Source: an optimization exercise on an open RTL-to-GDS flow (aim: small area, a short achievable clock period and few clock cycles per item). Production flows keep margins and buffers that such runs may drop. RTL that was checked went through simulation tests only; none was proved equivalent to the original. Function not checked in run 6: the RTL went through the layout flow alone. The flow treats the clock pin as an ideal source. Dropping or thinning the clock tree relies on that and would not hold on a real chip. Power and IR drop assume default switching activity.

==> design.v <==
`timescale          1ns/1ps
`default_nettype    none
module MS_DMAC_AHBL (
    input   wire    HCLK,
    input   wire    HRESETn,
    output  wire    IRQ,
    input wire          HSEL,
    input wire [31:0]   HADDR,
    input wire [1:0]    HTRANS,
    input wire          HWRITE,
    input wire          HREADY,
    input wire [31:0]   HWDATA,
    input wire [2:0]    HSIZE,
    output wire         HREADYOUT,
    output wire [31:0]  HRDATA,
    output wire [31:0]  M_HADDR,
    output wire [1:0]   M_HTRANS,
    output wire [2:0] 	M_HSIZE,
    output wire         M_HWRITE,
    output wire [31:0]  M_HWDATA,
    input wire          M_HREADY,
    input wire [31:0]   M_HRDATA
);
    reg         wr_en;
    reg         s_ctrl, s_saddr, s_daddr, s_size, s_trig;
    always @(posedge HCLK or negedge HRESETn)
        if (~HRESETn) wr_en <= 1'b0;
        else wr_en <= HREADY & HSEL & HTRANS[1] & HWRITE & (HADDR[7:5] == 3'b000);
    always @(posedge HCLK) begin
        s_ctrl  <= (HADDR[4:2] == 3'd0);
        s_saddr <= (HADDR[4:2] == 3'd2);
        s_daddr <= (HADDR[4:2] == 3'd3);
        s_size  <= (HADDR[4:2] == 3'd4);
        s_trig  <= (HADDR[4:2] == 3'd5);
    end
    wire        trig_wr = wr_en & s_trig;
    reg [31:0]  CTRL_REG;
    reg [31:0]  SADDR_REG;
    reg [31:0]  DADDR_REG;
    reg [15:0]  SIZE_REG;
    wire [31:0] ctrl_nx  = (wr_en & s_ctrl)  ? HWDATA : CTRL_REG;
    wire [31:0] saddr_nx = (wr_en & s_saddr) ? HWDATA : SADDR_REG;
    wire [31:0] daddr_nx = (wr_en & s_daddr) ? HWDATA : DADDR_REG;
    wire [15:0] size_nx  = (wr_en & s_size)  ? HWDATA[15:0] : SIZE_REG;
    always @(posedge HCLK or negedge HRESETn)
        if (~HRESETn) begin
            CTRL_REG  <= 32'h0;
            SADDR_REG <= 32'h0;
            DADDR_REG <= 32'h0;
            SIZE_REG  <= 16'h0;
        end else begin
            CTRL_REG  <= ctrl_nx;
            SADDR_REG <= saddr_nx;
            DADDR_REG <= daddr_nx;
            SIZE_REG  <= size_nx;
        end
    wire        EN        = CTRL_REG[0];
    wire [1:0]  SRC_TYPE  = CTRL_REG[17:16];
    wire [2:0]  SRC_AI    = CTRL_REG[20:18];
    wire [1:0]  DEST_TYPE = CTRL_REG[25:24];
    wire [2:0]  DEST_AI   = CTRL_REG[28:26];
    reg         busy;        
    reg         done;        
    reg         htrans_q;    
    reg         hwrite_q;    
    reg [1:0]   hsize_q;
    reg         htrans_o;    
    reg         hwrite_o;
    reg [2:0]   step_q;      
    reg [15:0]  cntr;        
    reg [31:0]  haddr_q;     
    reg [31:0]  rdata;
    wire        issue     = htrans_q & M_HREADY;
    wire        last      = (cntr == SIZE_REG);
    wire        start     = trig_wr & HWDATA[0] & EN & (SIZE_REG != 16'h0);
    wire        finish    = busy & EN & ~htrans_q & M_HREADY;
    reg         htrans_nx, hwrite_nx;
    always @* begin
        htrans_nx = htrans_q;
        hwrite_nx = hwrite_q;
        if (start) begin
            htrans_nx = 1'b1;
            hwrite_nx = 1'b0;
        end else if (issue) begin
            if (~hwrite_q) begin
                hwrite_nx = 1'b1;
            end else if (last) begin
                htrans_nx = 1'b0;
            end else begin
                hwrite_nx = 1'b0;
            end
        end
    end
    always @(posedge HCLK or negedge HRESETn)
        if (~HRESETn) begin
            htrans_q <= 1'b0;
            hwrite_q <= 1'b1;
            htrans_o <= 1'b0;
            hwrite_o <= 1'b0;
        end else begin
            htrans_q <= htrans_nx;
            hwrite_q <= hwrite_nx;
            htrans_o <= htrans_nx;
            hwrite_o <= hwrite_nx & htrans_nx;
        end
    function [2:0] ai_step(input [2:0] ai);
        ai_step = (ai == 3'd4) ? 3'b100 :
                  (ai == 3'd2) ? 3'b010 :
                  (ai != 3'd0) ? 3'b001 : 3'b000;
    endfunction
    always @(posedge HCLK)
        if (~htrans_q | M_HREADY) begin
            hsize_q <= (htrans_q & ~hwrite_q) ? DEST_TYPE : SRC_TYPE;
            step_q  <= (htrans_q & ~hwrite_q) ? ai_step(DEST_AI) : ai_step(SRC_AI);
        end
    always @(posedge HCLK or negedge HRESETn)
        if (~HRESETn) cntr <= 16'h0;
        else if (~htrans_q) cntr <= 16'h0;
        else if (M_HREADY & ~hwrite_q) cntr <= cntr + 16'h1;
    reg         hc_q;
    reg [17:0]  nx_lo;
    reg         nx_c;
    wire [18:0] stepped = {1'b0, haddr_q[17:0]} + {16'h0, step_q};
    wire [13:0] nx_base = hwrite_q ? SADDR_REG[31:18] : DADDR_REG[31:18];
    wire [13:0] nx_hi   = nx_base + {13'h0, nx_c & htrans_q};
    always @(posedge HCLK)
        if (~htrans_q | M_HREADY) haddr_q[31:18] <= nx_hi;
    always @(posedge HCLK)
        if (~htrans_q) begin
            haddr_q[17:0] <= SADDR_REG[17:0];
            hc_q          <= 1'b0;
            nx_lo         <= DADDR_REG[17:0];
            nx_c          <= 1'b0;
        end else if (M_HREADY) begin
            haddr_q[17:0] <= nx_lo;
            hc_q          <= nx_c;
            nx_lo         <= stepped[17:0];
            nx_c          <= hc_q | stepped[18];
        end
    wire        half_from_word = (SRC_TYPE == 2'd2) & (DEST_TYPE == 2'd1);
    always @(posedge HCLK)
        if (htrans_q & hwrite_q) begin
            rdata[15:0]  <= M_HRDATA[15:0];
            rdata[31:16] <= half_from_word ? M_HRDATA[15:0] : M_HRDATA[31:16];
        end
    wire        busy_nx = trig_wr ? HWDATA[0] : (busy & ~finish);
    wire        done_nx = ~trig_wr & (done | finish);
    always @(posedge HCLK or negedge HRESETn)
        if (~HRESETn) begin
            busy <= 1'b0;
            done <= 1'b0;
        end else begin
            busy <= busy_nx;
            done <= done_nx;
        end
    reg [31:0]  hrdata_q;
    always @(posedge HCLK)
        case (HADDR[4:2])
            3'd0:    hrdata_q <= ctrl_nx;
            3'd1:    hrdata_q <= {31'h0, done_nx};
            3'd2:    hrdata_q <= saddr_nx;
            3'd3:    hrdata_q <= daddr_nx;
            3'd4:    hrdata_q <= {16'h0, size_nx};
            default: hrdata_q <= {31'h0, busy_nx};
        endcase
    assign IRQ       = done;
    assign HREADYOUT = 1'b1;
    assign HRDATA   = hrdata_q;
    assign M_HADDR  = haddr_q;
    assign M_HTRANS = {htrans_o, 1'b0};
    assign M_HWRITE = hwrite_o;
    assign M_HSIZE  = {1'b0, hsize_q};
    assign M_HWDATA = rdata;
endmodule
==> flow/run.sh <==
#!/bin/bash
# The standard layout with two changes:
# - the port buffers are built from the smallest buffer (buf_1) instead of
#   the resizer's default pick; the resizer may still upsize them;
# - after CTS, the clock tree's root buffer is removed, so the clock port
#   drives the first level of the tree (2 clock buffers) directly; every
#   register still gets its clock through two levels of buffers.
# make's output goes to flow_make.log here.
set -euo pipefail
export BUFFER_PORTS_ARGS="-buffer_cell sky130_fd_sc_hd__buf_1"
export POST_CTS_TCL="$PWD/flow/post_cts.tcl"
bash standard.sh > flow_make.log 2>&1
==> flow/post_cts.tcl <==
set block [ord::get_db_block]
foreach root [$block getInsts] {
  if {![string match "clkbuf_0_*" [$root getName]]} { continue }
  set in_net [[$root findITerm A] getNet]
  set out_net [[$root findITerm X] getNet]
  if {$in_net eq "NULL" || $out_net eq "NULL"} { continue }
  if {[llength [$in_net getBTerms]] != 1} { continue }
  set loads {}
  foreach it [$out_net getITerms] {
    if {[$it getInst] ne $root} { lappend loads $it }
  }
  if {[llength $loads] > 4 || [llength [$out_net getBTerms]] != 0} { continue }
  puts "post_cts: removing [$root getName], [llength $loads] loads move to [$in_net getName]"
  foreach it $loads {
    $it disconnect
    $it connect $in_net
  }
  [$root findITerm A] disconnect
  [$root findITerm X] disconnect
  odb::dbInst_destroy $root
  odb::dbNet_destroy $out_net
}
estimate_parasitics -placement
report_clock_latency
==> standard.sh <==
#!/bin/bash
# synth_recipe.tcl (not shown) runs the flow's synth.tcl, then flattens the netlist and writes it again
# the make line also repeats each setting of config.mk as NAME=value (left out here)
make -C /OpenROAD-flow-scripts/flow DESIGN_CONFIG=/design/flow/config.mk WORK_HOME=/design/flow/orfs CLKGATE_MAP_FILE= SYNTH_SCRIPT=/design/flow/synth_recipe.tcl "${@:-finish}"
==> config.mk <==
export PLATFORM = sky130hd
export DESIGN_NAME = MS_DMAC_AHBL
export DESIGN_NICKNAME = MS_DMAC_AHBL
export VERILOG_FILES = /design/flow/design.v
export SDC_FILE = /design/flow/constraint.sdc
export NUM_CORES = 4
export LEC_CHECK = 0
export ABC_CLOCK_PERIOD_IN_PS = 2500
export CAP_MARGIN = 20
export CORE_MARGIN = 2
export CORE_UTILIZATION = 40
export CTS_CLUSTER_DIAMETER = 80
export CTS_CLUSTER_SIZE = 20
export SETUP_SLACK_MARGIN = 4.3
export SLEW_MARGIN = 20
==> constraint.sdc <==
create_clock -name core_clock -period 7.0 [get_ports {HCLK}]
set_input_delay 1.4000 -clock core_clock [delete_from_list [all_inputs] [get_ports {HCLK}]]
set_output_delay 1.4000 -clock core_clock [all_outputs]
set_load 0.01 [all_outputs]
==> results of run 1 <==
[sequential cells by signal, indices dropped and copies added (netlist names), 2 cells and up]
| signal | count |
|---|---|
| CTRL_REG | 32 |
| DADDR_REG | 32 |
| SADDR_REG | 32 |
| SIZE_REG | 16 |
| cntr | 16 |
| haddr_q | 32 |
| hrdata_q | 32 |
| hsize_q | 2 |
| nx_lo | 18 |
| rdata | 32 |
| step_q | 3 |
[cells in the final DEF, fill, tap and decap left out, drive strengths merged, types with 4 or more instances in the layout]
cell	netlist	layout
buf	24	196
mux2	156	156
dfrtp	133	133
edfxtp	87	87
nand2	68	68
xor2	42	42
dfxtp	39	39
nand3	38	38
nor2	38	38
a21oi	35	35
clkbuf	21	26
a22oi	20	20
mux2i	17	17
xnor2	15	15
nand2b	13	13
o211ai	12	12
inv	11	10
and2	9	9
nor4	9	9
nand4	8	8
o21ai	8	8
nand3b	8	8
nor3	7	7
and3	7	7
ha	6	6
a31oi	4	4
or3	4	4
o21a	4	4
clkinvlp	0	4
[stage by stage]
stage                     hold slack (ns)  power (W)   util  worst slack, ns  cells
after floorplan                     0.438    0.00187      -             4.30    867
after global placement              0.475    0.00198  0.442             3.38   1386
after detailed placement            0.478    0.00199  0.442             3.38   1386
after global routing                0.516    0.00304  0.467             4.31   1432
final                               0.494    0.00292  0.467             4.44   1432
[report_power, final]
part           internal, W  switching [W]
Combinational     0.000119       0.000158
Clock             0.000438       0.000509
Sequential         0.00165      0.0000481
[critical path, delay by kind of cell]
kind,cells,cell delay (ns)
AO/OA/AOI/OAI,1,0.30
AND/OR/NAND/NOR,3,0.68
buffers and inverters,1,0.23
XOR/XNOR,1,0.17
[logic make-up after synthesis]
logic type,count (synthesis)
other,2
buffers and inverters,56
xor gates and xnor gates,57
muxes,173
AOI/OAI and AO/OA,93
DFF,260
and+or+nand+nor,218
adders and majority gates,7
[metal layers]
layer	vias up	global-route usage
li1	3461	-
met1	3653	0.267
met4	0	0.0409
met3	26	0.0274
met5	-	0
met2	194	0.300
[cell type report]
cell class	instances	area [µm²]	area share
clock inverters	5	36.3	0.00280
flip-flops and latches	260	6750	0.522
repair inverters	1	5.00	0.000387
clock buffers	24	430	0.0333
inverters	11	52.6	0.00406
diodes	2	5.00	0.000387
multi-input cells	551	4250	0.329
repair buffers	200	931	0.0719
well taps	378	473	0.0366
[worst min path at each step]
stage / endpoint
2_1_floorplan: done
3_3_place_gp: CTRL_REG[30]
3_5_place_dp: done
5_1_grt: CTRL_REG[30]
6_report: CTRL_REG[30]
==> impl_metrics.yaml, run 1 <==
setup_path:
  crit_start: "M_HREADY"
  timing.rr.start: "wr_en"
  reg2reg_depth: 5
  path_cells: "buf_2 > nor2b_4 > o2111ai_2 > nor4_1 > xnor2_1 > nor2_1"
  r2r_end: "hrdata_q[0]"
  critical_path.endpoint_type: "flip-flop"
  r2r_setup_slack_ns: 4.47
  critPathKind: "in2reg"
  arrival_ns: 2.79
  max_stage_delay_ns: 0.34
  cp.required_ns: 7.24
  crit_fanout: 10
  worst_path_max_delay_cell: "nor4_1"
  setup.worst_path.end: "cntr[15]"
  start_kind: "input pin"
timing:
  worst_pin_slew_ns: 1.03
  fin_skew_ns: 0.0200
  finalSetupViolCount: 0
  fmax_mhz: 391
  rsz0062_at_grt: "no"
  fin_crit_ns: 2.56
  setup_tns_ns: 0
  fin_crit_sh: 0.365
  slew_viol_final: 0
  slew_headroom: 0.308
  hold_violations: 0
logic_synthesis:
  synthXorXnorAreaFrac: 0.0445
  ys_warn_count: 1
  yosysTopAreaCellShare: 0.297
  synthSimpleGateAreaFrac: 0.0958
  yosys-top-cells-count: "mux2_2, dfrtp_1, edfxtp_1"
  ys.flop_type: "dfrtp_1"
  synth_top_family_by_area: "multiplexers"
  synth_top_area_cell: "dfrtp_1"
  synth_cells: 866
  synth.most_common_cell: "mux2_2"
  syn_avg_cell_area_um2: 13.0
  synth_edf_count: 87
  ys_types: 54
  ys_async_sr_fraction: 0.515
  seq_area_frac_synth: 0.602
  synthTopCellsByArea: "dfrtp_1, edfxtp_1, mux2_2"
  synth_compound_area_frac: 0.0538
  synth_area_um2: 11200
  synthMuxAreaShare: 0.172
  ys_ff_latch: 260
  yosys.area_share.adder: 0.00848
floorplanning:
  initial_core_util: 0.405
  die_h_um: 171
  io_pins: 211
  core_area_um2: 27700
  die_area_um2: 29400
  rows: 61
  die_x_um: 171
clock_network:
  clk_pin_slew_ns: 0.09
  numClockSinks: 260
  cts_tree: "done"
  insertion_delay_ns: 0.38
pwr:
  ir_drop_mv: 0.131
  leakage_nw: 4.92
  p_per_area_nw_per_um2: 226
global_routing:
  grt_max_degree: 73
  grt_overflow_total: 0
  grt_usage: 0.186
  antenna_found_initial: 2
  grt_pass1_wl_um: 41900
  grt_pass1_vias: 7152
layout:
  fill_cells: 2570
  area_growth_syn_to_layout_pct: 15.4
  fin_nets: 1155
  drive_gt1_frac: 0.204
  finalInstanceArea_um2: 12900
job:
  cap_violations: 0
drt:
  drt_iter0_drc: 442
  drt.antenna.violating_nets: 0
  drc: 0
  wl_um: 27400
  drt_pass1_iterations: 5
  wl_per_cell_um: 19.1
  via_per_inst: 5.12
  wl_met3_um: 1320
  wl_met2_um: 12600
  wl_met1_um: 13000
  routed.top_layer: "met4"
  num_vias: 7334
place:
  dpl.hpwl_um: 18300
  place.gp.congestion: 0.823
  place_area_um2: 12200
  portBuffers: 177
hold_path:
  holdCritStartpoint: "CTRL_REG[30]"
  hp-class: "reg2reg"
  holdPathStages: 1
run_status:
  status: "complete, no violations"
Testbench counts, summed over its fixed seeds: cycles 18,508, items 5,221.
==> inputs of run 2 (changes only) <==
--- a/config.mk
+++ b/config.mk
@@ -13,3 +13,3 @@
 export CTS_CLUSTER_SIZE = 20
-export SETUP_SLACK_MARGIN = 4.3
+export SETUP_SLACK_MARGIN = 4.4
 export SLEW_MARGIN = 20
==> run 2 against run 1 <==
Compared with the run above:
- critical path depth decreased by 1
- clock skew decreased by 0.0050 ns
- critical endpoint is now hrdata_q[0]
- largest power group unchanged
- synthesized area unchanged
- highest routed layer unchanged
- still clean
- synthesized cell count unchanged
==> impl_metrics.yaml, run 2 <==
setup_path:
  crit_cells: 5
  arrival_ns: 2.73
  r2r_end: "hrdata_q[0]"
  worst_path_max_delay_cell: "nand2_1"
  timing.rr.start: "wr_en"
  r2r_setup_slack_ns: 4.51
  crit_top_cell: "a22oi_1"
  critical_path.endpoint_type: "flip-flop"
  start_kind: "flip-flop"
  cp.required_ns: 7.24
  path_cells: "nand2_1 > buf_4 > mux2_2 > a22oi_1 > a22oi_1"
  crit_start: "wr_en"
  critPathKind: "reg2reg"
  crit_fanout: 17
  critPathBufInv: 1
  reg2reg_depth: 5
  crit_family: "simple AND/OR/NAND/NOR gates"
  max_stage_delay_ns: 0.71
timing:
  fin_skew_ns: 0.0151
  worst_pin_slew_ns: 1.05
  rsz0062_at_grt: "no"
  fin_crit_ns: 2.49
  slew_viol_final: 0
  setup_tns_ns: 0
  fmax_mhz: 402
  fin_crit_sh: 0.355
  slew_headroom: 0.295
  hold_violations: 0
  finalSetupViolCount: 0
global_routing:
  grt_usage: 0.185
  antenna_found_initial: 0
  grt_pass1_wl_um: 41600
  grt_max_degree: 73
  grt_overflow_total: 0
  grt_pass1_vias: 7008
place:
  dpl.hpwl_um: 18100
  place.gp.congestion: 0.833
  portBuffers: 177
  place_inst: 1385
run_status:
  status: "complete, no violations"
clock_network:
  cts_tree: "done"
  insertion_delay_ns: 0.37
  clk_pin_slew_ns: 0.09
  numClockSinks: 260
logic_synthesis:
  ys.flop_type: "dfrtp_1"
  ys_ff_latch: 260
  ys_types: 54
  yosys-top-cells-count: "mux2_2, dfrtp_1, edfxtp_1"
  ys_async_sr_fraction: 0.515
  synthTopCellsByArea: "dfrtp_1, edfxtp_1, mux2_2"
  synth.most_common_cell: "mux2_2"
  synth_top_area_cell: "dfrtp_1"
  synth_area_um2: 11200
  synth_cells: 866
  ys_warn_count: 1
  syn_avg_cell_area_um2: 13.0
  synth_edf_count: 87
  seq_area_frac_synth: 0.602
  yosysTopAreaCellShare: 0.297
drt:
  num_vias: 7267
  via_per_inst: 5.07
  drc: 0
  wl_per_cell_um: 19.1
  drt_iter0_drc: 513
  wl_um: 27400
  drt.antenna.violating_nets: 0
  drt_pass1_iterations: 4
hold_path:
  holdCritStartpoint: "s_trig"
  holdPathStages: 1
  hp-class: "reg2reg"
  hold_end: "done"
layout:
  area_growth_syn_to_layout_pct: 16.0
  fin_nets: 1159
  fin_cells: 1432
  antennaDiodeCount: 0
  final_util: 0.470
  layout_commonest_cell: "buf_1"
  drive_gt1_frac: 0.209
  final_cell_mix: "buf_1, mux2_2, dfrtp_1"
  fill_cells: 2568
floorplanning:
  rows: 61
  initial_core_util: 0.405
  die_area_um2: 29400
  io_pins: 211
  core_area_um2: 27700
  die_h_um: 171
  die_x_um: 171
pwr:
  leakage_nw: 4.96
  p_per_area_nw_per_um2: 226
  ir_drop_mv: 0.141
  power_w: 0.00294
job:
  cap_violations: 0
-- run 2: worst max-delay path by stage --
stage | endpoint | slack, ns
finish | hrdata_q[0] | 4.51
global route | cntr[7] | 4.40
detailed placement | cntr[15] | 3.61
global placement | cntr[15] | 3.63
floorplan | cntr[15] | 4.40
-- run 2: where the power goes --
group          total (W)  switching, W  internal, W
clock network   0.000969      0.000500     0.000469
logic           0.000278      0.000159     0.000119
registers        0.00169     0.0000472      0.00165
total            0.00294      0.000706      0.00223
-- run 2: area by class of cell --
type | instances | area, µm² | area share
flip-flops and latches | 260 | 6750 | 0.519
multi-input cells | 551 | 4260 | 0.327
repair buffers | 204 | 985 | 0.0757
well taps | 378 | 473 | 0.0364
clock buffers | 23 | 427 | 0.0328
inverters | 11 | 56.3 | 0.00433
clock inverters | 4 | 51.3 | 0.00394
repair inverters | 1 | 7.51 | 0.000577
-- run 2: layer usage --
metal  wire length, µm  vias up  part of all wire  GRT usage
met2             12700      179              0.46      0.298
met1             12900     3599              0.47      0.265
met3              1470       24             0.054     0.0313
met4               347        0             0.013     0.0321
met5                 0        -                 0          0
li1                  -     3465                 -          -
-- run 2: cell families (layout without fill, tap and decap cells) --
family	count (synthesis)	count (layout)	share of synthesized area
XOR/XNOR	57	57	0.0445
other	2	3	0.000670
adder cells (fa/ha/maj)	7	7	0.00848
flip-flops	260	260	0.602
buffers and inverters	56	243	0.0231
AO/OA/AOI/OAI	93	93	0.0538
AND/OR/NAND/NOR	218	218	0.0958
multiplexers	173	173	0.172
-- run 2: metrics by stage --
step | setup slack (ns) | hold slack [ns] | cell area [µm²]
floorplan | 4.40 | 0.438 | 11200
global placement | 3.63 | 0.474 | 12200
detailed placement | 3.61 | 0.470 | 12200
global route | 4.40 | 0.511 | 13000
finish | 4.51 | 0.484 | 13000
-- run 2: worst register-to-register path, delay by kind of cell (launching register included) --
kind / cells / cell delay (ns)
and+or+nand+nor: 1 / 0.71
DFF: 1 / 0.48
AOI/OAI and AO/OA: 2 / 0.37
buffers and inverters: 1 / 0.43
muxes: 1 / 0.38
==> inputs of run 3 (changes only) <==
--- a/config.mk
+++ b/config.mk
@@ -10,3 +10,3 @@
 export CORE_MARGIN = 2
-export CORE_UTILIZATION = 40
+export CORE_UTILIZATION = 55
 export CTS_CLUSTER_DIAMETER = 80
==> run 3 against run 2 <==
Compared with the run above:
- still clean on timing, DRC and antenna
- sequential power barely moved
- wire length rose by 0.27%
- total power decreased by 1.8%
- fmax down 2.9%
- setup slack got worse by 0.074 ns
- via count up 3.7%
- global-route usage is 6.8 points higher
- final cell count is 8.0% lower
- synthesized area did not move
- clock power down 5.6%
- critical endpoint is now M_HTRANS[1]
- largest cell class unchanged
- highest routed layer unchanged
==> impl_metrics.yaml, run 3 <==
setup_path:
  critPathBufInv: 2
  worst_path_max_delay_cell: "dfrtp_2"
  cp.required_ns: 5.60
  critPathKind: "reg2out"
  max_stage_delay_ns: 0.43
  critical_path.endpoint_type: "output port"
  path_cells: "buf_12 > buf_1"
  crit_family: "flip-flops"
  crit_fanout: 15
  arrival_ns: 1.16
  start_kind: "flip-flop"
timing:
  slew_viol_final: 0
  worst_pin_slew_ns: 1.06
  setup_slack_ns: 4.44
  hold_violations: 0
  fmax_mhz: 390
  fin_crit_sh: 0.366
  fin_crit_ns: 2.56
  rsz0062_at_grt: "no"
  finalSetupViolCount: 0
  fin_skew_ns: 0.0153
  hold_slack_ns: 0.499
  setup_tns_ns: 0
  slew_headroom: 0.293
logic_synthesis:
  yosysTopAreaCellShare: 0.297
  ys.flop_type: "dfrtp_1"
  synth_cells: 866
  synth_edf_count: 87
  ys_types: 54
  seq_area_frac_synth: 0.602
  synth_area_um2: 11200
  ys_ff_latch: 260
  synth.most_common_cell: "mux2_2"
  synth_top_area_cell: "dfrtp_1"
  ys_async_sr_fraction: 0.515
  syn_avg_cell_area_um2: 13.0
  ys_warn_count: 1
  synthTopCellsByArea: "dfrtp_1, edfxtp_1, mux2_2"
  yosys-top-cells-count: "mux2_2, dfrtp_1, edfxtp_1"
place:
  post-place-ws_ns: 3.67
  place.gp.congestion: 0.815
  dpl.hpwl_um: 17700
  portBuffers: 177
global_routing:
  grt_usage: 0.252
  grt_pass1_vias: 7624
  grt_max_degree: 69
  grt_pass1_wl_um: 42900
  antenna_found_initial: 1
  grt_overflow_total: 0
layout:
  area_growth_syn_to_layout_pct: 14.0
  drive_gt1_frac: 0.200
  seqCellArea_um2: 6750
  fill_cells: 1586
  final_cell_mix: "buf_1, mux2_2, dfrtp_1"
  multi_input_area_um2: 4270
  fin_nets: 1151
  layout_commonest_cell: "buf_1"
floorplanning:
  core_area_um2: 20100
  die_area_um2: 21600
  initial_core_util: 0.558
  die_x_um: 147
  rows: 52
  die_h_um: 147
  io_pins: 211
drt:
  drt.antenna.violating_nets: 0
  wl_um: 27500
  drc: 0
  num_vias: 7536
  wl_per_cell_um: 20.9
  via_per_inst: 5.72
  drt_iter0_drc: 406
  drt_pass1_iterations: 5
job:
  cap_violations: 0
pwr:
  ir_drop_mv: 0.181
  leakage_nw: 4.89
  combPwrFrac: 0.098
  p_seq_frac: 0.585
  p_int_w: 0.00220
  sw_frac_of_total: 0.238
  pwr-share-clk: 0.317
  p_per_area_nw_per_um2: 226
  power_switching_w: 0.000689
clock_network:
  clk_pin_slew_ns: 0.09
  insertion_delay_ns: 0.36
  numClockSinks: 260
  cts_tree: "done"
run_status:
  status: "complete, no violations"
hold_path:
  hp-class: "reg2reg"
-- run 3: layout make-up --
class                   count  area share
flip-flops and latches    260       0.528
multi-input cells         551       0.334
repair buffers            197      0.0727
clock buffers              27      0.0345
well taps                 270      0.0264
inverters                  11     0.00411
repair inverters            1    0.000587
diodes                      1    0.000196
-- run 3: worst paths after layout --
| check | start | to | slack [ns] | cells past startpoint |
|---|---|---|---|---|
| max reg2reg | wr_en | hrdata_q[16] | 4.51 | 6 |
| max in group asynchronous | HRESETn | htrans_o | 4.68 | 2 |
| min reg2reg | CTRL_REG[12] | CTRL_REG[12] | 0.50 | 1 |
| min in group asynchronous | HRESETn | cntr[10] | 1.13 | 1 |
| max | htrans_o | M_HTRANS[1] | 4.44 | 2 |
| min | CTRL_REG[12] | CTRL_REG[12] | 0.50 | 1 |
-- run 3: cell families (layout without fill, tap and decap cells) --
| kind of cell | Yosys count | after routing | share of synthesized area |
|---|---|---|---|
| simple gates | 218 | 218 | 0.0958 |
| mux | 173 | 173 | 0.172 |
| compound gates | 93 | 93 | 0.0538 |
| flops | 260 | 260 | 0.602 |
| other cells | 2 | 4 | 0.000670 |
| buf+inv | 56 | 236 | 0.0231 |
| xor+xnor | 57 | 57 | 0.0445 |
| fa+ha+maj | 7 | 7 | 0.00848 |
-- run 3: power by group through the flow --
stage,clock [W],sequential [W],combinational (W)
floorplan,0,0.00172,0.000149
global placement,0,0.00172,0.000256
detailed placement,0,0.00172,0.000262
global route,0.000990,0.00170,0.000308
finish,0.000915,0.00169,0.000282
-- run 3: through the flow --
stage               total power (W)  instances  utilization  area (µm²)
floorplan                   0.00187        867            -       11200
global placement            0.00197       1278        0.602       12100
detailed placement          0.00198       1278        0.602       12100
global route                0.00300       1318        0.636       12800
finish                      0.00289       1318        0.636       12800
-- run 3: per-layer routing --
layer / GRT usage / share of wire
met1: 0.366 / 0.45
met2: 0.414 / 0.48
met3: 0.0329 / 0.052
met4: 0.0529 / 0.018
met5: 0 / 0
==> inputs of run 4 (changes only) <==
--- a/design.v
+++ b/design.v
@@ -115,5 +115,4 @@
         end
-    always @(posedge HCLK or negedge HRESETn)
-        if (~HRESETn) cntr <= 16'h0;
-        else if (~htrans_q) cntr <= 16'h0;
+    always @(posedge HCLK)
+        if (~htrans_q) cntr <= 16'h0;
         else if (M_HREADY & ~hwrite_q) cntr <= cntr + 16'h1;
--- a/flow/run.sh
+++ b/flow/run.sh
@@ -1,3 +1,3 @@
 #!/bin/bash
-# The standard layout with two changes:
+# The standard layout with three changes:
 # - the port buffers are built from the smallest buffer (buf_1) instead of
@@ -6,3 +6,4 @@
 #   drives the first level of the tree (2 clock buffers) directly; every
-#   register still gets its clock through two levels of buffers.
+#   register still gets its clock through two levels of buffers;
+# - CTS inserts no dummy loads to balance the tree.
 # make's output goes to flow_make.log here.
@@ -11,2 +12,3 @@
 export POST_CTS_TCL="$PWD/flow/post_cts.tcl"
+export CTS_ARGS="-sink_clustering_enable -repair_clock_nets -sink_clustering_size 20 -sink_clustering_max_diameter 80 -dont_use_dummy_load"
 bash standard.sh > flow_make.log 2>&1
--- a/config.mk
+++ b/config.mk
@@ -10,6 +10,6 @@
 export CORE_MARGIN = 2
-export CORE_UTILIZATION = 55
+export CORE_UTILIZATION = 40
 export CTS_CLUSTER_DIAMETER = 80
 export CTS_CLUSTER_SIZE = 20
-export SETUP_SLACK_MARGIN = 4.4
+export SETUP_SLACK_MARGIN = 4.55
 export SLEW_MARGIN = 20
==> run 4 against run 3 <==
Compared with the run above:
- combinational power increased by 8.2%
- clock skew increased by 0.024 ns
- count of clock-buffer cells in the layout shrank 11
- core utilization shrank 16 points
- non-clock buffer count increased by 22
- final area rose by 2.4%
==> impl_metrics.yaml, run 4 <==
timing:
  slew_headroom: 0.326
  fin_crit_ns: 2.43
  finalSetupViolCount: 0
  setup_tns_ns: 0
  fmax_mhz: 411
  hold_violations: 0
  slew_viol_final: 0
  fin_skew_ns: 0.0389
  worst_pin_slew_ns: 1.01
  hold_slack_ns: 0.499
  fin_crit_sh: 0.347
  rsz0062_at_grt: "yes"
global_routing:
  grt_usage: 0.186
  grt_pass1_vias: 7267
  grt_overflow_total: 0
  antenna_found_initial: 1
  grt_max_degree: 66
  grt_pass1_wl_um: 42000
floorplanning:
  io_pins: 211
  core_area_um2: 27600
  die_area_um2: 29300
  die_h_um: 171
  die_x_um: 171
  initial_core_util: 0.404
  rows: 61
drt:
  via_per_inst: 5.14
  wl_met2_um: 13100
  drt_iter0_drc: 435
  drt.antenna.violating_nets: 0
  wl_met1_um: 13100
  wl_per_cell_um: 19.4
  drc: 0
  wl_met3_um: 1540
  wl_um: 28000
  routed.top_layer: "met4"
  num_vias: 7444
  drt_pass1_iterations: 5
place:
  dpl.hpwl_um: 17600
  place.gp.congestion: 0.786
  place_area_um2: 12200
  portBuffers: 177
layout:
  final_util: 0.474
  seqCellArea_um2: 6670
  fill_cells: 2557
  multi_input_area_um2: 4330
  layout_commonest_cell: "buf_1"
  area_growth_syn_to_layout_pct: 17.3
  final_cell_mix: "buf_1, mux2_2, dfrtp_1"
  finalInstanceArea_um2: 13100
  fin_nets: 1184
  drive_gt1_frac: 0.236
hold_path:
  holdPathStages: 1
  hp-class: "reg2reg"
  holdCritStartpoint: "CTRL_REG[29]"
  hold_end: "CTRL_REG[29]"
clock_network:
  numClockSinks: 260
  clk_pin_slew_ns: 0.08
  insertion_delay_ns: 0.37
logic_synthesis:
  yosys-top-cells-count: "mux2_2, dfrtp_1, edfxtp_1"
  synth_area_um2: 11200
  synthTopCellsByArea: "dfrtp_1, edfxtp_1, mux2_2"
  ys_types: 49
  ys_warn_count: 1
  seq_area_frac_synth: 0.597
  synth_top_area_cell: "dfrtp_1"
  synth_edf_count: 87
  ys_async_sr_fraction: 0.454
  synth_cells: 876
  yosysTopAreaCellShare: 0.262
  ys.flop_type: "dfrtp_1"
  syn_avg_cell_area_um2: 12.7
  synth.most_common_cell: "mux2_2"
  ys_ff_latch: 260
pwr:
  ir_drop_mv: 0.148
  power_w: 0.00287
  leakage_nw: 4.98
  p_per_area_nw_per_um2: 219
setup_path:
  r2r_setup_slack_ns: 4.62
  timing.rr.start: "hwrite_q"
  reg2reg_depth: 9
  cp.required_ns: 5.60
  start_kind: "flip-flop"
  r2r_end: "haddr_q[26]"
  critPathKind: "reg2out"
  crit_fanout: 2
  critical_path.endpoint_type: "output port"
  arrival_ns: 1.03
run_status:
  status: "complete, no violations"
job:
  cap_violations: 0
[run 4: worst max-delay path by stage]
stage,start,depth (start not counted),slack [ns],endpoint
global placement,HADDR[2],6,3.74,hrdata_q[11]
detailed placement,HADDR[2],6,3.73,hrdata_q[3]
finish,htrans_q,2,4.57,M_HTRANS[1]
global route,HADDR[3],7,4.53,hrdata_q[0]
floorplan,M_HREADY,8,4.46,cntr[5]
[run 4: layout make-up]
cell class,instances,area share
clock buffer,16,0.0306
tap,378,0.0361
multi-input combinational,562,0.330
timing repair buffer,219,0.0881
timing repair inverter,2,0.000764
antenna,1,0.000191
sequential,260,0.509
inverter,9,0.00478
[run 4: routing by layer]
| layer | GRT usage | up-vias |
|---|---|---|
| met3 | 0.0287 | 22 |
| met4 | 0.0335 | 0 |
| li1 | - | 3515 |
| met5 | 0 | - |
| met2 | 0.306 | 211 |
| met1 | 0.264 | 3696 |
[run 4: where the power goes]
part | switching (W) | internal [W]
Sequential | 0.0000403 | 0.00164
Combinational | 0.000168 | 0.000137
Clock | 0.000473 | 0.000409
[run 4: cells by family (layout without fill, tap and decap cells)]
family | Yosys count | after routing | share of synthesized area
compound gates | 84 | 84 | 0.0472
flops | 260 | 260 | 0.597
simple gates | 236 | 237 | 0.106
other cells | 2 | 4 | 0.000673
xor+xnor | 58 | 58 | 0.0455
fa+ha+maj | 7 | 7 | 0.00852
mux | 173 | 173 | 0.173
buf+inv | 56 | 246 | 0.0225
[run 4: critical path: stages (launching register included)]
cell and delay, ns:
dfrtp_2 0.43, buf_12 0.13, buf_6 0.11
[run 4: stage by stage]
stage               worst slack (ns)  cells
finish                          4.57   1447
floorplan                       4.46    877
detailed placement              3.73   1394
global placement                3.74   1394
global route                    4.53   1447
Testbench counts of run 4, summed over its fixed seeds: cycles 18,508, items 5,221.
==> inputs of run 5 (changes only) <==
--- a/config.mk
+++ b/config.mk
@@ -13,3 +13,3 @@
 export CTS_CLUSTER_SIZE = 20
-export SETUP_SLACK_MARGIN = 4.55
+export SETUP_SLACK_MARGIN = 4.4
 export SLEW_MARGIN = 20
==> run 5 against run 4 <==
Compared with the run above:
- clock skew grew 0.034 ns
- sequential power about the same
- count of clock-buffer cells in the layout did not move
- hold slack barely moved
- sequential share of layout area is 1.6 points higher
- global-route usage fell by 0.91 points
- flip-flop and latch count stayed put
- synthesized cell count unchanged
- combinational power shrank 11%
- final cell count fell by 2.1%
- first-iteration DRC count shrank 6.0%
- critical path depth increased by 5
- critical path type is now in2reg
==> impl_metrics.yaml, run 5 <==
global_routing:
  antenna_found_initial: 1
  grt_max_degree: 67
  globalRouteMet3Util: 0.0310
  grt_overflow_total: 0
  met1_usage: 0.253
  grt.met2_usage: 0.283
  grt_pass1_vias: 7087
  grt_usage: 0.177
  grt_busiest_layer: "met2"
  grt_pass1_wl_um: 40300
pwr:
  p_per_area_nw_per_um2: 223
  p_seq_frac: 0.595
  p_int_w: 0.00217
  pwr-share-clk: 0.309
  power_switching_w: 0.000669
  combPwrFrac: 0.096
  leakage_nw: 4.80
  sw_frac_of_total: 0.236
  ir_drop_mv: 0.164
setup_path:
  cp.required_ns: 7.28
  r2r_end: "haddr_q[26]"
  timing.rr.start: "hwrite_q"
  crit_fanout: 18
  critPathKind: "in2reg"
  reg2reg_depth: 8
  worst_path_max_delay_cell: "inv_1"
  setup.worst_path.end: "hrdata_q[14]"
  crit_top_cell: "nand2_1"
  r2r_setup_slack_ns: 4.54
  start_kind: "input pin"
  max_stage_delay_ns: 0.42
  arrival_ns: 2.75
  path_cells: "buf_1 > buf_4 > nor2_1 > nand2_1 > inv_1 > nand2_1 > nand3_1"
  critical_path.endpoint_type: "flip-flop"
  crit_start: "HADDR[3]"
logic_synthesis:
  yosysTopAreaCellShare: 0.262
  seq_area_frac_synth: 0.597
  synth_edf_count: 87
  ys.flop_type: "dfrtp_1"
  ys_warn_count: 1
  ys_async_sr_fraction: 0.454
  synth_top_area_cell: "dfrtp_1"
  synth_cells: 876
  synthTopCellsByArea: "dfrtp_1, edfxtp_1, mux2_2"
  synth.most_common_cell: "mux2_2"
  yosys-top-cells-count: "mux2_2, dfrtp_1, edfxtp_1"
  ys_ff_latch: 260
  ys_types: 49
  syn_avg_cell_area_um2: 12.7
  synth_area_um2: 11200
hold_path:
  holdPathStages: 1
  hp-class: "reg2reg"
layout:
  finalInstanceArea_um2: 12700
  fin_nets: 1153
  final_cell_mix: "buf_1, mux2_2, dfrtp_1"
  area_growth_syn_to_layout_pct: 13.8
  drive_gt1_frac: 0.197
  final_util: 0.460
  layout_commonest_cell: "buf_1"
  fin_cells: 1416
place:
  place_inst: 1392
  place.gp.congestion: 0.797
  portBuffers: 177
  dpl.hpwl_um: 17700
  place_area_um2: 12200
timing:
  fin_crit_sh: 0.352
  slew_headroom: 0.334
  rsz0062_at_grt: "no"
  slew_viol_final: 0
  fmax_mhz: 406
  fin_crit_ns: 2.47
  hold_violations: 0
  finalSetupViolCount: 0
  setup_tns_ns: 0
  hold_slack_ns: 0.499
  worst_pin_slew_ns: 0.996
  fin_skew_ns: 0.0726
drt:
  drc: 0
  num_vias: 7222
  wl_per_cell_um: 18.5
  via_per_inst: 5.10
  drt_pass1_iterations: 5
  wl_um: 26200
  drt_iter0_drc: 409
  drt.antenna.violating_nets: 0
floorplanning:
  core_area_um2: 27600
  die_h_um: 171
  die_area_um2: 29300
  io_pins: 211
  initial_core_util: 0.404
  rows: 61
  die_x_um: 171
clock_network:
  numClockSinks: 260
  clk_pin_slew_ns: 0.08
  insertion_delay_ns: 0.38
job:
  cap_violations: 0
run_status:
  status: "complete, no violations"
## run 5: worst min path at each step
stage / startpoint / endpoint
2_1_floorplan: s_trig / done
3_3_place_gp: CTRL_REG[30] / CTRL_REG[30]
3_5_place_dp: CTRL_REG[30] / CTRL_REG[30]
5_1_grt: CTRL_REG[10] / CTRL_REG[10]
6_report: CTRL_REG[21] / CTRL_REG[21]
## run 5: layer usage
metal / vias up / share of wire / wire (µm)
met3: 27 / 0.054 / 1420
met1: 3546 / 0.47 / 12400
met4: 0 / 0.016 / 426
li1: 3469 / - / -
met2: 180 / 0.46 / 11900
met5: - / 0 / 0
## run 5: kinds of logic after synthesis
| kind of cell | count (synthesis) | share of synthesized area |
|---|---|---|
| compound gates | 84 | 0.0472 |
| flops | 260 | 0.597 |
| simple gates | 236 | 0.106 |
| buf+inv | 56 | 0.0225 |
| other cells | 2 | 0.000673 |
| fa+ha+maj | 7 | 0.00852 |
| mux | 173 | 0.173 |
| xor+xnor | 58 | 0.0455 |
## run 5: worst max-delay path: cells and delay by family
family        cells  cell delay, ns
buf+inv           3            0.71
simple gates      4            0.63
## run 5: per-stage QoR
| stage | total power [W] | worst slack, ns |
|---|---|---|
| floorplan | 0.00187 | 4.42 |
| global placement | 0.00198 | 3.26 |
| detailed placement | 0.00198 | 3.25 |
| global route | 0.00297 | 4.43 |
| finish | 0.00284 | 4.53 |
## run 5: area by class of cell
class	instances	area (µm²)
Antenna cell	1	2.50
Clock buffer	16	400
Fill cell	2611	14900
Inverter	9	47.5
Multi-Input combinational cell	561	4290
Sequential cell	260	6670
Tap cell	378	473
Timing Repair Buffer	191	826
## run 5: power by group through the flow
| stage | Sequential (W) | Clock [W] | Combinational, W |
|---|---|---|---|
| finish | 0.00169 | 0.000879 | 0.000271 |
| detailed placement | 0.00173 | 0 | 0.000245 |
| floorplan | 0.00172 | 0 | 0.000152 |
| global placement | 0.00173 | 0 | 0.000244 |
| global route | 0.00170 | 0.000967 | 0.000302 |
==> inputs of run 6 (changes only) <==
--- a/design.v
+++ b/design.v
@@ -64,3 +64,4 @@
     reg         htrans_q;    
-    reg         hwrite_q;    
+    reg         hread_q;     
+    wire        hwrite_q = ~hread_q;
     reg [1:0]   hsize_q;
@@ -76,12 +77,12 @@
     wire        finish    = busy & EN & ~htrans_q & M_HREADY;
-    reg         htrans_nx, hwrite_nx;
+    reg         htrans_nx, hread_nx;
     always @* begin
         htrans_nx = htrans_q;
-        hwrite_nx = hwrite_q;
+        hread_nx  = hread_q;
         if (start) begin
             htrans_nx = 1'b1;
-            hwrite_nx = 1'b0;
+            hread_nx  = 1'b1;
         end else if (issue) begin
-            if (~hwrite_q) begin
-                hwrite_nx = 1'b1;
+            if (hread_q) begin
+                hread_nx  = 1'b0;
             end else if (last) begin
@@ -89,3 +90,3 @@
             end else begin
-                hwrite_nx = 1'b0;
+                hread_nx  = 1'b1;
             end
@@ -96,3 +97,3 @@
             htrans_q <= 1'b0;
-            hwrite_q <= 1'b1;
+            hread_q  <= 1'b0;
             htrans_o <= 1'b0;
@@ -101,5 +102,5 @@
             htrans_q <= htrans_nx;
-            hwrite_q <= hwrite_nx;
+            hread_q  <= hread_nx;
             htrans_o <= htrans_nx;
-            hwrite_o <= hwrite_nx & htrans_nx;
+            hwrite_o <= ~hread_nx & htrans_nx;
         end
@@ -115,5 +116,5 @@
         end
+    wire [15:0] cntr_inc = cntr + 16'h1;
     always @(posedge HCLK)
-        if (~htrans_q) cntr <= 16'h0;
-        else if (M_HREADY & ~hwrite_q) cntr <= cntr + 16'h1;
+        cntr <= ~htrans_q ? 16'h0 : (M_HREADY & hread_q) ? cntr_inc : cntr;
     reg         hc_q;
@@ -155,11 +156,7 @@
     reg [31:0]  hrdata_q;
+    wire [31:0] rd_lo4 = HADDR[3] ? (HADDR[2] ? daddr_nx : saddr_nx)
+                                  : (HADDR[2] ? {31'h0, done_nx} : ctrl_nx);
+    wire [31:0] rd_hi4 = HADDR[2] ? {31'h0, busy_nx} : {16'h0, size_nx};
     always @(posedge HCLK)
-        case (HADDR[4:2])
-            3'd0:    hrdata_q <= ctrl_nx;
-            3'd1:    hrdata_q <= {31'h0, done_nx};
-            3'd2:    hrdata_q <= saddr_nx;
-            3'd3:    hrdata_q <= daddr_nx;
-            3'd4:    hrdata_q <= {16'h0, size_nx};
-            default: hrdata_q <= {31'h0, busy_nx};
-        endcase
+        hrdata_q <= HADDR[4] ? rd_hi4 : rd_lo4;
     assign IRQ       = done;
==> run 6 against run 5 <==
Compared with the run above:
- die area rose by 0.36%
- combinational power rose by about 50%
- final cell count rose by 0.28%
- core utilization rose by 0.39 points
- count of clock-buffer cells in the layout did not move
- critical path type is now reg2out
==> impl_metrics.yaml, run 6 <==
logic_synthesis:
  synth_area_um2: 11200
  ys_types: 52
  synth.most_common_cell: "mux2_2"
  ys.flop_type: "dfrtp_1"
  synth_edf_count: 87
  ys_warn_count: 1
  syn_avg_cell_area_um2: 12.8
  synthTopCellsByArea: "dfrtp_1, edfxtp_1, mux2_2"
  ys_async_sr_fraction: 0.454
  synth_cells: 877
  seq_area_frac_synth: 0.595
  ys_ff_latch: 260
  yosys-top-cells-count: "mux2_2, dfrtp_1, edfxtp_1"
  yosysTopAreaCellShare: 0.264
  synth_top_area_cell: "dfrtp_1"
hold_path:
  hold_end: "done"
  holdCritStartpoint: "s_trig"
  holdPathStages: 1
  hp-class: "reg2reg"
drt:
  via_per_inst: 5.14
  drt.antenna.violating_nets: 0
  num_vias: 7296
  wl_um: 27100
  wl_per_cell_um: 19.1
  drc: 0
  drt_iter0_drc: 410
  drt_pass1_iterations: 4
layout:
  fin_cells: 1420
  fill_cells: 2588
  final_cell_mix: "buf_1, mux2_2, dfrtp_1"
  area_growth_syn_to_layout_pct: 14.7
  fin_nets: 1158
  drive_gt1_frac: 0.198
  layout_commonest_cell: "buf_1"
  final_util: 0.464
  antennaDiodeCount: 0
place:
  dpl.hpwl_um: 17700
  place_inst: 1394
  place.gp.congestion: 0.780
  post-place-ws_ns: 3.78
  portBuffers: 177
global_routing:
  antenna_found_initial: 1
  grt_pass1_vias: 7312
  grt_usage: 0.182
  grt_pass1_wl_um: 41500
  grt_max_degree: 80
  grt_overflow_total: 0
setup_path:
  timing.rr.start: "step_q[2]"
  worst_path_max_delay_cell: "dfrtp_2"
  cp.required_ns: 5.60
  path_cells: "buf_12 > buf_1"
  critPathBufInv: 2
  r2r_setup_slack_ns: 4.57
  arrival_ns: 1.11
  max_stage_delay_ns: 0.40
  crit_fanout: 15
  reg2reg_depth: 6
  critical_path.endpoint_type: "output port"
  start_kind: "flip-flop"
  r2r_end: "nx_lo[17]"
  crit_family: "flip-flops"
  critPathKind: "reg2out"
timing:
  hold_violations: 0
  setup_slack_ns: 4.49
  fin_crit_ns: 2.51
  fin_crit_sh: 0.359
  worst_pin_slew_ns: 0.830
  slew_viol_final: 0
  finalSetupViolCount: 0
  slew_headroom: 0.446
  setup_tns_ns: 0
  rsz0062_at_grt: "no"
  fin_skew_ns: 0.0457
  fmax_mhz: 398
pwr:
  p_per_area_nw_per_um2: 240
  ir_drop_mv: 0.141
  leakage_nw: 4.87
clock_network:
  insertion_delay_ns: 0.38
  numClockSinks: 260
  clk_pin_slew_ns: 0.08
job:
  cap_violations: 0
floorplanning:
  core_area_um2: 27700
  io_pins: 211
  die_h_um: 171
  die_x_um: 171
  initial_core_util: 0.404
  die_area_um2: 29400
  rows: 61
run_status:
  status: "complete, no violations"
-- run 6: how the worst max path moves through the flow --
stage	from	to	slack, ns	cells after the start
finish	htrans_o	M_HTRANS[1]	4.49	2
detailed placement	HADDR[2]	hrdata_q[5]	3.78	7
global route	M_HREADY	cntr[13]	4.41	6
floorplan	hread_q	haddr_q[28]	4.36	12
global placement	HADDR[2]	hrdata_q[9]	3.78	7
-- run 6: cell type report --
class | count | area (µm²) | share of cell area
inverter | 6 | 37.5 | 0.00292
clock buffer | 16 | 400 | 0.0312
sequential | 260 | 6670 | 0.519
multi-input combinational | 562 | 4360 | 0.339
tap | 378 | 473 | 0.0368
timing repair inverter | 1 | 7.51 | 0.000584
timing repair buffer | 197 | 906 | 0.0705
-- run 6: kinds of logic after synthesis --
logic type / count (synthesis) / synth area share
AO/OA/AOI/OAI: 75 / 0.0431
XOR/XNOR: 60 / 0.0469
multiplexers: 180 / 0.178
flip-flops: 260 / 0.595
other: 2 / 0.000670
AND/OR/NAND/NOR: 237 / 0.105
adder cells (fa/ha/maj): 7 / 0.00849
buffers and inverters: 56 / 0.0232
-- run 6: metal layers --
| layer | vias to the layer above | global-route usage | wire length (µm) | share of wire |
|---|---|---|---|---|
| li1 | 3465 | - | - | - |
| met1 | 3658 | 0.255 | 12600 | 0.46 |
| met2 | 145 | 0.304 | 12900 | 0.48 |
| met3 | 28 | 0.0278 | 1230 | 0.045 |
| met4 | 0 | 0.0328 | 386 | 0.014 |
| met5 | - | 0 | 0 | 0 |
-- run 6: report_power, final --
group          switching (W)  internal [W]
sequential         0.0000764       0.00171
combinational       0.000233      0.000175
clock               0.000482      0.000409
-- run 6: worst reg2reg max path, stage by stage (launching register included) --
cell and delay (ns):
edfxtp_1 0.40, ha_1 0.37, o211ai_1 0.19, nor4_2 0.63, nand3_1 0.20, xor2_1 0.28
a21oi_1 0.10
-- run 6: stage by stage --
stage	hold slack (ns)	power [W]	area, µm²
2_1_floorplan	0.446	0.00206	11300
3_5_place_dp	0.472	0.00222	12300
5_1_grt	0.510	0.00323	12900
6_report	0.485	0.00308	12900
3_3_place_gp	0.477	0.00221	12300

## what the ideal ports hide
The flow's constraints put no driver on any port. The routed layouts listed below were extracted and timed again, unchanged, in two steps.
Step 1 (the two cells are an assumption about what drives the block):
set clk [get_ports {HCLK}]
set_driving_cell -lib_cell sky130_fd_sc_hd__clkbuf_16 $clk
set_driving_cell -lib_cell sky130_fd_sc_hd__buf_2 [delete_from_list [all_inputs] $clk]
Step 2, shift: input delay + t, output delay - t, t = (earliest + latest rising clock arrival at the registers) / 2. This alone moves slack from input paths to output paths.
a / b / c = no drivers / after step 1 / after step 2; a / b = the first two.
| run | t, ns | setup WS [ns] | cell pins on the clock port's net |
|---|---|---|---|
| run 1 | 0.432 | 4.443 / 4.415 / 4.035 | 2 |
| run 2 | 0.424 | 4.512 / 4.490 / 4.116 | 2 |
| run 3 | 0.416 | 4.438 / 4.377 / 4.123 | 2 |
| run 4 | 0.412 | 4.569 / 4.505 / 4.200 | 2 |
| run 5 | 0.405 | 4.534 / 4.511 / 4.174 | 2 |
| run 6 | 0.417 | 4.486 / 4.425 / 4.118 | 2 |
After both steps setup and hold are still met in every run listed. The setup slack of run 1, which loses most, moves by -0.028 ns with the drivers and by -0.408 ns with both steps.
